Context: an optimization exercise on an open-source flow, tuned for small area, a short achievable clock period and few clock cycles. The choices shown serve that exercise and are no tape-out recipe. Function was checked by simulation only, so behaviour that the tests miss may differ from the original. Power is estimated from default activity; no workload was simulated.

==> inputs of job 1341 <==
==> flow/design.v (excerpt) <==
module Top(
    Clk,
    Reset,
    Data_in,
    Wr_En,
    Outputs,
    Re
    );
export LEC_CHECK = 0
export ABC_CLOCK_PERIOD_IN_PS = 3000
export CAP_MARGIN = 20
export CORE_MARGIN = 2
export CORE_UTILIZATION = 40
export SETUP_SLACK_MARGIN = 4.0
export SLEW_MARGIN = 20
create_clock -name core_clock -period 7.0 [get_ports {Clk}]
run.sh (not shown) runs the stock make flow with config.mk's settings and CLKGATE_MAP_FILE= SYNTH_SCRIPT=/design/flow/synth_recipe.tcl, a recipe that flattens the netlist after the stock synthesis.
==> job 8102: changes against job 1341 <==
--- a/flow/design.v
+++ b/flow/design.v
@@ -57,17 +57,16 @@
         cur = 8'd0;
         for (k = 0; k < 10; k = k + 1) cur = cur | (cnt[k] & {8{dsel[k]}});
     end
     wire [7:0] inc = cur + 8'd1;
     reg  [9:0] cand;
     reg  [9:0] C1, C2;    
     reg  [7:0] v1, v2;    
     reg  [5:0] vacc;
-    reg  [9:0] m1r, m2r;  
     reg        multi;     
     reg  [9:0] bh, bl;    
     integer i;
     always @* begin
         for (i = 0; i < 10; i = i + 1) begin
             bh[i] = |({cnt[i][1], cnt[i][3], cnt[i][5], cnt[i][7]} & hso);
             bl[i] = |({cnt[i][0], cnt[i][2], cnt[i][4], cnt[i][6]} & hso);
         end
@@ -92,21 +91,17 @@
     wire [9:0] ce    = (|zl) ? zl : c1s;
     wire [1:0] ve    = {~|zh, ~|zl};
     always @(posedge Clk) begin
         if (st == ST_HUF) begin
             cand <= ce;
             vacc <= {vacc[3:0], ve};
             if (hs == 4'd3) begin C1 <= ce; v1 <= {vacc, ve}; end
             if (hs == 4'd7) begin C2 <= ce; v2 <= {vacc, ve}; end
-            if (hs == 4'd4) begin
-                m1r   <= c1lo;
-                m2r   <= lowest(c1rest);
-                multi <= |c1rest;
-            end
+            if (hs == 4'd4) multi <= |c1rest;
         end
     end
     function [9:0] lowest;
         input [9:0] x;
         integer k;
         reg seen;
         begin
             seen = 1'b0;
@@ -122,35 +117,30 @@
             enc[0] = oh[1] | oh[3] | oh[5] | oh[7] | oh[9];
             enc[1] = oh[2] | oh[3] | oh[6] | oh[7];
             enc[2] = oh[4] | oh[5] | oh[6] | oh[7];
             enc[3] = oh[8] | oh[9];
         end
     endfunction
     wire [9:0] c1lo   = lowest(C1);
     wire [9:0] c1rest = C1 & ~c1lo;
-    wire [9:0] m1  = m1r;
-    wire [9:0] m2  = multi ? m2r : lowest(C2);
+    wire [9:0] m1  = c1lo;
+    wire [9:0] m2  = lowest(multi ? c1rest : C2);
     wire       multi_n = |c1rest;
     wire [7:0] v2e = multi ? v1 : v2;
     wire [3:0] m2b = enc(m2);
     wire [7:0] s   = v1 + v2e;
     wire       hufu = (st == ST_HUF) && (hs == 4'd8);
     wire       upd  = hufu && (v2e != 8'hff);
+    wire       cwr  = (st == ST_WR) && wr_q;
+    wire [7:0] cbus = (upd ? s : inc) & {8{~first}};
     always @(posedge Clk) begin
-        for (i = 0; i < 10; i = i + 1) begin
-            if (first) begin
-                cnt[i]  <= 8'd0;
-            end else if (st == ST_WR && wr_q && dsel[i]) begin
-                cnt[i] <= inc;
-            end else if (upd) begin
-                if (m1[i]) cnt[i] <= 8'hff;
-                else if (m2[i]) cnt[i] <= s;
-            end
-        end
+        for (i = 0; i < 10; i = i + 1)
+            if (first | (cwr & dsel[i]) | (upd & (m1[i] | m2[i])))
+                cnt[i] <= cbus | {8{upd & m1[i]}};
     end
     reg  [99:0] ncr;
     reg  [3:0]  rot;
     reg         pa_v, pb_v;
     reg  [3:0]  pa_n, pb_n, pa_1, pa_2, pb_1, pb_2;
     wire [3:0]  m1b = enc(m1);
     function [9:0] apply;
         input [9:0] e;
@@ -193,63 +183,108 @@
             end
         end
     end
     reg [9:0] nonff;
     always @* for (i = 0; i < 10; i = i + 1) nonff[i] = ~&cnt[i];
     wire fewer2 = ~two(nonff);
     reg [6:0] P;         
     reg [6:0] ng;        
-    reg [9:0] qh, qx;    
+    reg [10:0] qx;       
+    reg [11:0] qh;       
     reg       hv, xv, h85, x85;
     reg [1:0] hidx;
-    wire       attap = (P[3:0] == 4'd0);
+    wire       attap = (P[2:0] == 3'd0);
     reg  [9:0] tap;
     always @* begin
-        case (P[6:4])
-            3'd0: tap = ring[  0*10 +: 10];
-            3'd1: tap = ring[ 16*10 +: 10];
-            3'd2: tap = ring[ 32*10 +: 10];
-            3'd3: tap = ring[ 48*10 +: 10];
-            3'd4: tap = ring[ 64*10 +: 10];
+        case (P[6:3])
+            4'd0: tap = ring[  0*10 +: 10];
+            4'd1: tap = ring[  8*10 +: 10];
+            4'd2: tap = ring[ 16*10 +: 10];
+            4'd3: tap = ring[ 24*10 +: 10];
+            4'd4: tap = ring[ 32*10 +: 10];
+            4'd5: tap = ring[ 40*10 +: 10];
+            4'd6: tap = ring[ 48*10 +: 10];
+            4'd7: tap = ring[ 56*10 +: 10];
+            4'd8: tap = ring[ 64*10 +: 10];
+            4'd9: tap = ring[ 72*10 +: 10];
             default: tap = ring[ 80*10 +: 10];
         endcase
     end
-    wire [6:0] hv7 = qh[6:0];
-    wire [2:0] h0  = (hv7 >= 7'd100) ? 3'd4 : (hv7 >= 7'd75) ? 3'd3 :
-                     (hv7 >= 7'd50)  ? 3'd2 : (hv7 >= 7'd25) ? 3'd1 : 3'd0;
-    wire [6:0] r25 = hv7 - {h0, 4'd0} - {h0, 3'd0} - {4'd0, h0};
-    wire [4:0] r5  = r25[4:0];
-    wire [2:0] h1  = (r5 >= 5'd20) ? 3'd4 : (r5 >= 5'd15) ? 3'd3 :
-                     (r5 >= 5'd10) ? 3'd2 : (r5 >= 5'd5)  ? 3'd1 : 3'd0;
-    wire [4:0] rr1  = r5 - {h1, 2'd0} - {2'd0, h1};
-    wire [2:0] h2  = rr1[2:0];
+    wire [6:0] tv  = tap[6:0];
+    wire [2:0] th0 = (tv >= 7'd100) ? 3'd4 : (tv >= 7'd75) ? 3'd3 :
+                     (tv >= 7'd50)  ? 3'd2 : (tv >= 7'd25) ? 3'd1 : 3'd0;
+    wire [10:0] tapd = {tap[9:7], th0, tv[4:0]};
+    reg  [4:0] k25;
+    always @* begin
+        case (qx[7:5])
+            3'd1: k25 = 5'd25;
+            3'd2: k25 = 5'd18;
+            3'd3: k25 = 5'd11;
+            3'd4: k25 = 5'd4;
+            default: k25 = 5'd0;
+        endcase
+    end
+    wire [4:0] qr = qx[4:0] - k25;
+    reg  [5:0] r5d;
+    always @* begin
+        case (qr)
+            5'd0: r5d = 6'b000000;
+            5'd1: r5d = 6'b000001;
+            5'd2: r5d = 6'b000010;
+            5'd3: r5d = 6'b000011;
+            5'd4: r5d = 6'b000100;
+            5'd5: r5d = 6'b001000;
+            5'd6: r5d = 6'b001001;
+            5'd7: r5d = 6'b001010;
+            5'd8: r5d = 6'b001011;
+            5'd9: r5d = 6'b001100;
+            5'd10: r5d = 6'b010000;
+            5'd11: r5d = 6'b010001;
+            5'd12: r5d = 6'b010010;
+            5'd13: r5d = 6'b010011;
+            5'd14: r5d = 6'b010100;
+            5'd15: r5d = 6'b011000;
+            5'd16: r5d = 6'b011001;
+            5'd17: r5d = 6'b011010;
+            5'd18: r5d = 6'b011011;
+            5'd19: r5d = 6'b011100;
+            5'd20: r5d = 6'b100000;
+            5'd21: r5d = 6'b100001;
+            5'd22: r5d = 6'b100010;
+            5'd23: r5d = 6'b100011;
+            5'd24: r5d = 6'b100100;
+            default: r5d = 6'b000000;
+        endcase
+    end
+    wire [11:0] qdec = {qx[7:5], qx[10], r5d[5:3], qx[9], r5d[2:0], qx[8]};
     reg [3:0] hdig;
     always @* begin
         case (hidx)
-            2'd0: hdig = {h0, qh[9]};
-            2'd1: hdig = {h1, qh[8]};
-            default: hdig = {h2, qh[7]};
+            2'd0: hdig = qh[11:8];
+            2'd1: hdig = qh[7:4];
+            default: hdig = qh[3:0];
         endcase
     end
     reg [3:0] nd;
     reg       ndv, nd8;
     reg [3:0] sc;        
     reg [5:0] S;
     reg       rep;
     reg       out_r, re_r;
     assign Outputs = out_r;
     assign Re      = re_r;
     wire       sempty = (S == 6'b100000);
     reg  [3:0] ndpos;
     reg        pvalid;
     wire       nready = !(pa_v && ndpos < pa_n) && !(pb_v && ndpos < pb_n);
     wire       take   = (st == ST_OUT) && nready && sempty && !rep && pvalid;
     wire       hpop   = hv && (!ndv || take) && (sc == 4'd9) && (hidx == 2'd2 || h85);
-    wire       fetch  = gdone && attap && (!xv || hpop || !hv);
+    wire       move   = xv && (hpop || !hv);
+    wire       fetch  = gdone && attap && !xv;
     wire [4:0] pd = {1'b0, nd} + 5'd9 - {1'b0, rot};
     wire [3:0] pos = (pd >= 5'd10) ? pd - 5'd10 : pd[3:0];
     always @(posedge Clk) ndpos <= pos;
     reg  [5:0] c;
     always @* begin
         c = 6'd0;
         for (i = 0; i < 10; i = i + 1) if (ndpos == i) c = ncr[10*i +: 6];
     end
@@ -294,25 +329,22 @@
             if (gdone) begin
                 if (fetch) begin
                     P  <= (P >= 7'd84) ? P - 7'd84 : P + 7'd2;
                     ng <= (ng == 7'd85) ? 7'd0 : ng + 7'd1;
                 end else
                     P  <= (P == 7'd0) ? 7'd85 : P - 7'd1;
             end
             if (hpop || !hv) begin
-                if (xv) begin
-                    hv <= 1'b1; h85 <= x85; hidx <= 2'd0;
-                    xv <= fetch; x85 <= (ng == 7'd85);
-                end else begin
-                    hv <= fetch; h85 <= (ng == 7'd85); hidx <= 2'd0;
-                end
-            end else if (fetch) begin
-                xv <= 1'b1; x85 <= (ng == 7'd85);
+                hv <= xv; h85 <= x85; hidx <= 2'd0;
             end
+            if (fetch) begin
+                xv <= 1'b1; x85 <= (ng == 7'd85);
+            end else if (move)
+                xv <= 1'b0;
             pvalid <= ndv && !take;
             if (!ndv || take) begin
                 if (sc != 4'd9) begin
                     ndv <= 1'b1; nd8 <= (sc == 4'd8); sc <= sc + 4'd1;
                 end else if (hv) begin
                     ndv <= 1'b1; nd8 <= 1'b0;
                     if (!hpop) hidx <= hidx + 2'd1;
                 end else
@@ -327,18 +359,16 @@
                 if (take) begin
                     S   <= tf;
                     rep <= nd8 && (tf != 6'b100000);
                 end
             end
         end
     end
     always @(posedge Clk) begin
-        if (hpop || !hv) begin
-            if (xv) qh <= qx; else qh <= tap;
-            if (xv) qx <= tap;
-        end else if (fetch) qx <= tap;
+        if (move)  qh <= qdec;
+        if (fetch) qx <= tapd;
         if (!ndv || take) begin
             if (sc != 4'd9) nd <= sc;
             else            nd <= hdig;
         end
     end
 endmodule
CORE_UTILIZATION = 65   (was 40)
CTS_BUF_LIST = sky130_fd_sc_hd__clkbuf_8   (was unset)
CTS_CLUSTER_DIAMETER = 40   (was unset)
CTS_CLUSTER_SIZE = 16   (was unset)
PLACE_DENSITY = 0.75   (was unset)
==> job 1141: changes against job 1341 <==
CTS_BUF_LIST = sky130_fd_sc_hd__clkbuf_8   (was unset)
CTS_CLUSTER_DIAMETER = 40   (was unset)
CTS_CLUSTER_SIZE = 16   (was unset)
==> run summary <==
Between job 1141 and job 8102, the lower worst setup slack is in job 1141 (gap 1.3 ns).
First-iteration DRC count: job 8102 > job 1141 > job 1341.
In job 1341 the synthesized cell count is higher than in job 8102, by about 7%.
Cell count: job 1141 > job 1341 > job 8102.
The lowest global-route usage belongs to job 1141, the highest to job 8102.
In job 1341 the combinational power is higher than in job 8102, by about 10%.
Clock power, highest first: job 1341, job 1141, job 8102.
Cell area: job 8102 is lower than job 1341 (about 8%).
Flip-flop and latch count is the same in job 1341 and job 1141.
Testbench counts of job 1341, summed over its fixed seeds: cycles 11,446.
Testbench counts of job 8102, summed over its fixed seeds: cycles 11,432.
Testbench counts of job 1141, summed over its fixed seeds: cycles 11,446.

==> 04-11: inputs <==
Another version of the RTL of Top (not shown whole).
Settings: LEC_CHECK=0, ABC_CLOCK_PERIOD_IN_PS=3000, CAP_MARGIN=20, CORE_MARGIN=2, CORE_UTILIZATION=65, CTS_BUF_LIST=sky130_fd_sc_hd__clkbuf_8, CTS_CLUSTER_DIAMETER=40, CTS_CLUSTER_SIZE=16, PLACE_DENSITY=0.75, SETUP_SLACK_MARGIN=4.0, SLEW_MARGIN=20; clock period 7.0 ns.
==> 08-27: changes against 04-11 <==
--- a/flow/design.v
+++ b/flow/design.v
@@ -24,15 +24,15 @@
         for (k = 0; k < 10; k = k + 1) dsel[k] <= (Data_in == k);
     end
     localparam ST_WR = 2'd0, ST_HUF = 2'd1, ST_OUT = 2'd2;
     reg [1:0] st;
     reg [8:0] wc;         
     reg [1:0] ph;         
     reg       gdone;      
-    reg [1:0] hs;         
+    reg [3:0] hs;         
     reg [3:0] hso;        
     wire wactive = wr_q | (wc[8] & ~gdone);
     wire ins     = wactive & ph[1];
     wire first   = wr_q & (wc == 9'd0);
     wire [2:0] hin = wr_q ? din_q[3:1] : 3'd0;
     wire       lin = din_q[0];
     reg  [6:0] acc;
@@ -54,66 +54,53 @@
     reg  [7:0] cur;
     always @* begin : rd
         integer k;
         cur = 8'd0;
         for (k = 0; k < 10; k = k + 1) cur = cur | (cnt[k] & {8{dsel[k]}});
     end
     wire [7:0] inc = cur + 8'd1;
-    localparam HS1 = 2'd0, HS2F = 2'd1, HS2 = 2'd2, HU = 2'd3;
     reg  [9:0] cand;
     reg  [9:0] C1, C2;    
     reg  [7:0] v1, v2;    
-    reg  [7:0] vr;        
-    reg  [9:0] E;
-    reg  [3:0] Eg;
+    reg  [5:0] vacc;
     reg        multi;     
     reg  [9:0] bh, bl;    
-    wire [3:0] gsel = hso;
-    reg        f2f, f1st;    
     integer i;
     always @* begin
         for (i = 0; i < 10; i = i + 1) begin
-            bh[i] = |({cnt[i][1], cnt[i][3], cnt[i][5], cnt[i][7]} & gsel);
-            bl[i] = |({cnt[i][0], cnt[i][2], cnt[i][4], cnt[i][6]} & gsel);
+            bh[i] = |({cnt[i][1], cnt[i][3], cnt[i][5], cnt[i][7]} & hso);
+            bl[i] = |({cnt[i][0], cnt[i][2], cnt[i][4], cnt[i][6]} & hso);
         end
     end
     function two;    
         input [9:0] x;
         integer k;
         reg seen;
         begin
             two = 1'b0; seen = 1'b0;
             for (k = 0; k < 10; k = k + 1) begin
                 two = two | (x[k] & seen);
                 seen = seen | x[k];
             end
         end
     endfunction
-    wire [9:0] cin   = f2f ? E : f1st ? 10'h3ff : cand;
-    wire       splitnow = ((|zl) && (|dl)) || ((|zh) && (|dh));
+    wire [9:0] cand0 = hs[2] ? ~C1 : 10'h3ff;
+    wire [9:0] cin   = hso[0] ? cand0 : cand;
     wire [9:0] zh    = cin & ~bh;
-    wire [9:0] dh    = cin & bh;
     wire [9:0] c1s   = (|zh) ? zh : cin;
     wire [9:0] zl    = c1s & ~bl;
-    wire [9:0] dl    = c1s & bl;
     wire [9:0] ce    = (|zl) ? zl : c1s;
     wire [1:0] ve    = {~|zh, ~|zl};
-    wire [7:0] vnew  = {gsel[0] ? ve : vr[7:6], gsel[1] ? ve : vr[5:4],
-                        gsel[2] ? ve : vr[3:2], gsel[3] ? ve : vr[1:0]};
     always @(posedge Clk) begin
         cand <= ce;
-        vr   <= vnew;
+        vacc <= {vacc[3:0], ve};
         if (st == ST_HUF) begin
-            if (hs == HS1) begin
-                if ((|zl) && (|dl))      begin E <= dl; Eg <= hso; end
-                else if ((|zh) && (|dh)) begin E <= dh; Eg <= hso; end
-                if (hso[3]) begin C1 <= ce; v1 <= vnew; end
-            end
-            if (hs == HS2F) multi <= multi_n;
-            if ((hs == HS2F || hs == HS2) && gsel[3]) begin C2 <= ce; v2 <= vnew; end
+            if (hs == 4'd3) begin C1 <= ce; v1 <= {vacc, ve}; end
+            if (hs == 4'd7) begin C2 <= ce; v2 <= {vacc, ve}; end
+            if (hs == 4'd4) multi <= |c1rest;
         end
     end
     function [9:0] lowest;
         input [9:0] x;
         integer k;
         reg seen;
         begin
@@ -137,15 +124,15 @@
     wire [9:0] c1rest = C1 & ~c1lo;
     wire [9:0] m1  = c1lo;
     wire [9:0] m2  = lowest(multi ? c1rest : C2);
     wire       multi_n = |c1rest;
     wire [7:0] v2e = multi ? v1 : v2;
     wire [3:0] m2b = enc(m2);
     wire [7:0] s   = v1 + v2e;
-    wire       hufu = (st == ST_HUF) && (hs == HU);
+    wire       hufu = (st == ST_HUF) && (hs == 4'd8);
     wire       upd  = hufu && (v2e != 8'hff);
     wire       cwr  = (st == ST_WR) && wr_q;
     wire [7:0] cbus = (upd ? s : inc) & {8{~first}};
     always @(posedge Clk) begin
         for (i = 0; i < 10; i = i + 1)
             if (first | (cwr & dsel[i]) | (upd & (m1[i] | m2[i])))
                 cnt[i] <= cbus | {8{upd & m1[i]}};
@@ -212,19 +199,29 @@
             4'd9: tap = ring[ 72*10 +: 10];
             default: tap = ring[ 80*10 +: 10];
         endcase
     end
     wire [6:0] tv  = tap[6:0];
     wire [2:0] th0 = (tv >= 7'd100) ? 3'd4 : (tv >= 7'd75) ? 3'd3 :
                      (tv >= 7'd50)  ? 3'd2 : (tv >= 7'd25) ? 3'd1 : 3'd0;
-    wire [6:0] tr  = tv - {th0, 4'd0} - {th0, 3'd0} - {4'd0, th0};
-    wire [10:0] tapd = {tap[9:7], th0, tr[4:0]};
+    wire [10:0] tapd = {tap[9:7], th0, tv[4:0]};
+    reg  [4:0] k25;
+    always @* begin
+        case (qx[7:5])
+            3'd1: k25 = 5'd25;
+            3'd2: k25 = 5'd18;
+            3'd3: k25 = 5'd11;
+            3'd4: k25 = 5'd4;
+            default: k25 = 5'd0;
+        endcase
+    end
+    wire [4:0] qr = qx[4:0] - k25;
     reg  [5:0] r5d;
     always @* begin
-        case (qx[4:0])
+        case (qr)
             5'd0: r5d = 6'b000000;
             5'd1: r5d = 6'b000001;
             5'd2: r5d = 6'b000010;
             5'd3: r5d = 6'b000011;
             5'd4: r5d = 6'b000100;
             5'd5: r5d = 6'b001000;
             5'd6: r5d = 6'b001001;
@@ -290,59 +287,38 @@
         else if (c[3]) tf = {c[2:0], 3'b100};
         else if (c[2]) tf = {c[1:0], 4'b1000};
         else if (c[1]) tf = {c[0],   5'b10000};
         else           tf = 6'b100000;
     end
     always @(posedge Clk or negedge Reset) begin
         if (~Reset) begin
-            st <= ST_WR; wc <= 9'd0; ph <= 2'd0; gdone <= 1'b0; hs <= 2'd0; hso <= 4'b0001; f2f <= 1'b0; f1st <= 1'b1;
-            P <= 7'd0; ng <= 7'd0; hv <= 1'b0; xv <= 1'b0; h85 <= 1'b0; x85 <= 1'b0;
+            st <= ST_WR; wc <= 9'd0; ph <= 2'd0; gdone <= 1'b0; hs <= 4'd0; hso <= 4'b0001;
+            hv <= 1'b0; xv <= 1'b0; h85 <= 1'b0; x85 <= 1'b0;
             hidx <= 2'd0; ndv <= 1'b0; nd8 <= 1'b0; sc <= 4'd0; pvalid <= 1'b0;
             S <= 6'b100000; rep <= 1'b0; out_r <= 1'b0; re_r <= 1'b0;
         end else begin
             if (wr_q) wc <= wc + 9'd1;
             if (wactive) ph <= ph[1] ? 2'd0 : ph + 2'd1;
             if (ins && !wr_q) begin
                 gdone <= 1'b1;
-                P  <= 7'd11;
-                ng <= 7'd3;
             end
             if (wr_q && wc == 9'd255) st <= ST_HUF;
             if (st == ST_HUF) begin
-                f2f  <= (hs == HS1) && hso[3] && !(hso[0] && fewer2);
-                f1st <= (hs == HU);
-                case (hs)
-                    HS1: begin
-                        if (hso[0] && fewer2) st <= ST_OUT;
-                        else if (hso[3]) begin
-                            hs  <= HS2F;
-                            hso <= splitnow ? 4'b1000 : Eg;
-                        end else
-                            hso <= {hso[2:0], hso[3]};
-                    end
-                    HS2F: begin
-                        if (multi_n || hso[3]) begin hs <= HU; hso <= 4'b0001; end
-                        else begin hs <= HS2; hso <= {hso[2:0], 1'b0}; end
-                    end
-                    HS2: begin
-                        hso <= {hso[2:0], hso[3]};
-                        if (hso[3]) hs <= HU;
-                    end
-                    default: begin
-                        hs <= HS1;
-                        if (v2e == 8'hff) st <= ST_OUT;
-                    end
-                endcase
-            end
-            if (gdone) begin
-                if (fetch) begin
-                    P  <= (P >= 7'd84) ? P - 7'd84 : P + 7'd2;
-                    ng <= (ng == 7'd85) ? 7'd0 : ng + 7'd1;
-                end else
-                    P  <= (P == 7'd0) ? 7'd85 : P - 7'd1;
+                if (hs == 4'd0 && fewer2) begin
+                    st <= ST_OUT;
+                end else if (hs == 4'd8) begin
+                    hs <= 4'd0;
+                    if (v2e == 8'hff) st <= ST_OUT;
+                end else if (hs == 4'd4 && multi_n) begin
+                    hs  <= 4'd8;
+                    hso <= 4'b0001;
+                end else begin
+                    hs  <= hs + 4'd1;
+                    hso <= {hso[2:0], hso[3]};
+                end
             end
             if (hpop || !hv) begin
                 hv <= xv; h85 <= x85; hidx <= 2'd0;
             end
             if (fetch) begin
                 xv <= 1'b1; x85 <= (ng == 7'd85);
             end else if (move)
@@ -367,14 +343,24 @@
                     S   <= tf;
                     rep <= nd8 && (tf != 6'b100000);
                 end
             end
         end
     end
     always @(posedge Clk) begin
+        if (ins && !wr_q) begin
+            P  <= 7'd11;
+            ng <= 7'd3;
+        end else if (gdone) begin
+            if (fetch) begin
+                P  <= (P >= 7'd84) ? P - 7'd84 : P + 7'd2;
+                ng <= (ng == 7'd85) ? 7'd0 : ng + 7'd1;
+            end else
+                P  <= (P == 7'd0) ? 7'd85 : P - 7'd1;
+        end
         if (move)  qh <= qdec;
         if (fetch) qx <= tapd;
         if (!ndv || take) begin
             if (sc != 4'd9) nd <= sc;
             else            nd <= hdig;
         end
     end
Settings changed: SETUP_SLACK_MARGIN 4.0 to 4.3.
==> out/qor.yml <==
run_status:
  outcome: "no timing/DRC/antenna violations"
placed_design:
  preCtsSetupSlack_ns: 3.292
  gp_congestion: 0.9942
finish:
  multi_input_gate_share_of_the_layout_cell_area: 0.2318
  bufAreaShareNonClock: 0.03270
  n_all_buffers: 146
  count_of_nets_after_finishing: 2928
  post_route_cells_drive_above_1_share: 0.1804
drt:
  drtIter0Drc: 1823
  wire_length_on_met2_um: 38860
  drt-total-wl_um: 81870
synthesis:
  ys_types: 97
  post_synth_mux_area_share: 0.01902
  ys_top_cells_by_count: "dfxtp_1 (1008), nand2_1 (199), edfxtp_1 (161), nor2_1 (116), a21oi_1 (91)"
  synth.avg_cell_area_sq_um: 13.29
power_and_ir_drop:
  irDropWorstVdd_mv: 0.2861
floorplan:
  nWellTaps: 696
timing:
  finalCriticalPeriod_ns: 2.866
-- figures above: 08-27

==> out/qor.yml <==
synthesis:
  post_synth_mux_area_share: 0.02922
  synth_simple_gate_area_share: 0.08012
  ys_types: 95
  synth.avg_cell_area_sq_um: 13.27
  ys_top_cells_by_count: "dfxtp_1 (996), nand2_1 (220), edfxtp_1 (175), nor2_1 (125), o21ai_0 (108)"
critical_path:
  path_buf_inv: 2
drt:
  drt-total-wl_um: 84250
  wire_length_on_met2_um: 38810
run_status:
  outcome: "no timing/DRC/antenna violations"
finish:
  bufAreaShareNonClock: 0.03598
  post_route_cells_drive_above_1_share: 0.1959
  multi_input_gate_share_of_the_layout_cell_area: 0.2432
  count_of_nets_after_finishing: 3020
  n_all_buffers: 154
timing:
  finalCriticalPeriod_ns: 3.836
floorplan:
  nWellTaps: 756
placed_design:
  preCtsSetupSlack_ns: 2.385
-- figures above: 04-11

Testbench counts of 04-11, summed over its fixed seeds: cycles 11,307.
Testbench counts of 08-27, summed over its fixed seeds: cycles 11,427.

==> port drivers added, routing unchanged <==
No port has a modelled driver above. Below, the same layouts with a new extraction and two added sets of constraints.
Step 1 assumes that a clkbuf_16 drives the clock port and a buf_2 every other input.
Step 2 times the ports against the registers' clock, not the clock port: input delays grow and output delays shrink by t, the midpoint of the rising clock arrivals with the driver on.
a / b / c = ideal / step 1 / step 2; a / b = the first two.
run	shift t [ns]	setup WS [ns]	worst setup path after step 2	slew at the worst register clock pin (ns)
job 1341	0.732	2.689 / 2.689 / 2.689	register to register	0.07 / 0.07
job 8102	0.805	4.058 / 4.058 / 4.058	register to register	0.12 / 0.12
job 1141	0.837	2.755 / 2.755 / 2.755	register to register	0.10 / 0.10
04-11	0.801	3.164 / 3.164 / 3.164	register to register	0.10 / 0.10
08-27	0.800	4.134 / 4.134 / 3.867	input to register	0.10 / 0.10
After both steps setup and hold are still met in every run listed. For 08-27, which loses most, drivers alone change the setup slack by 0.000 ns; drivers and shift together by -0.267 ns.
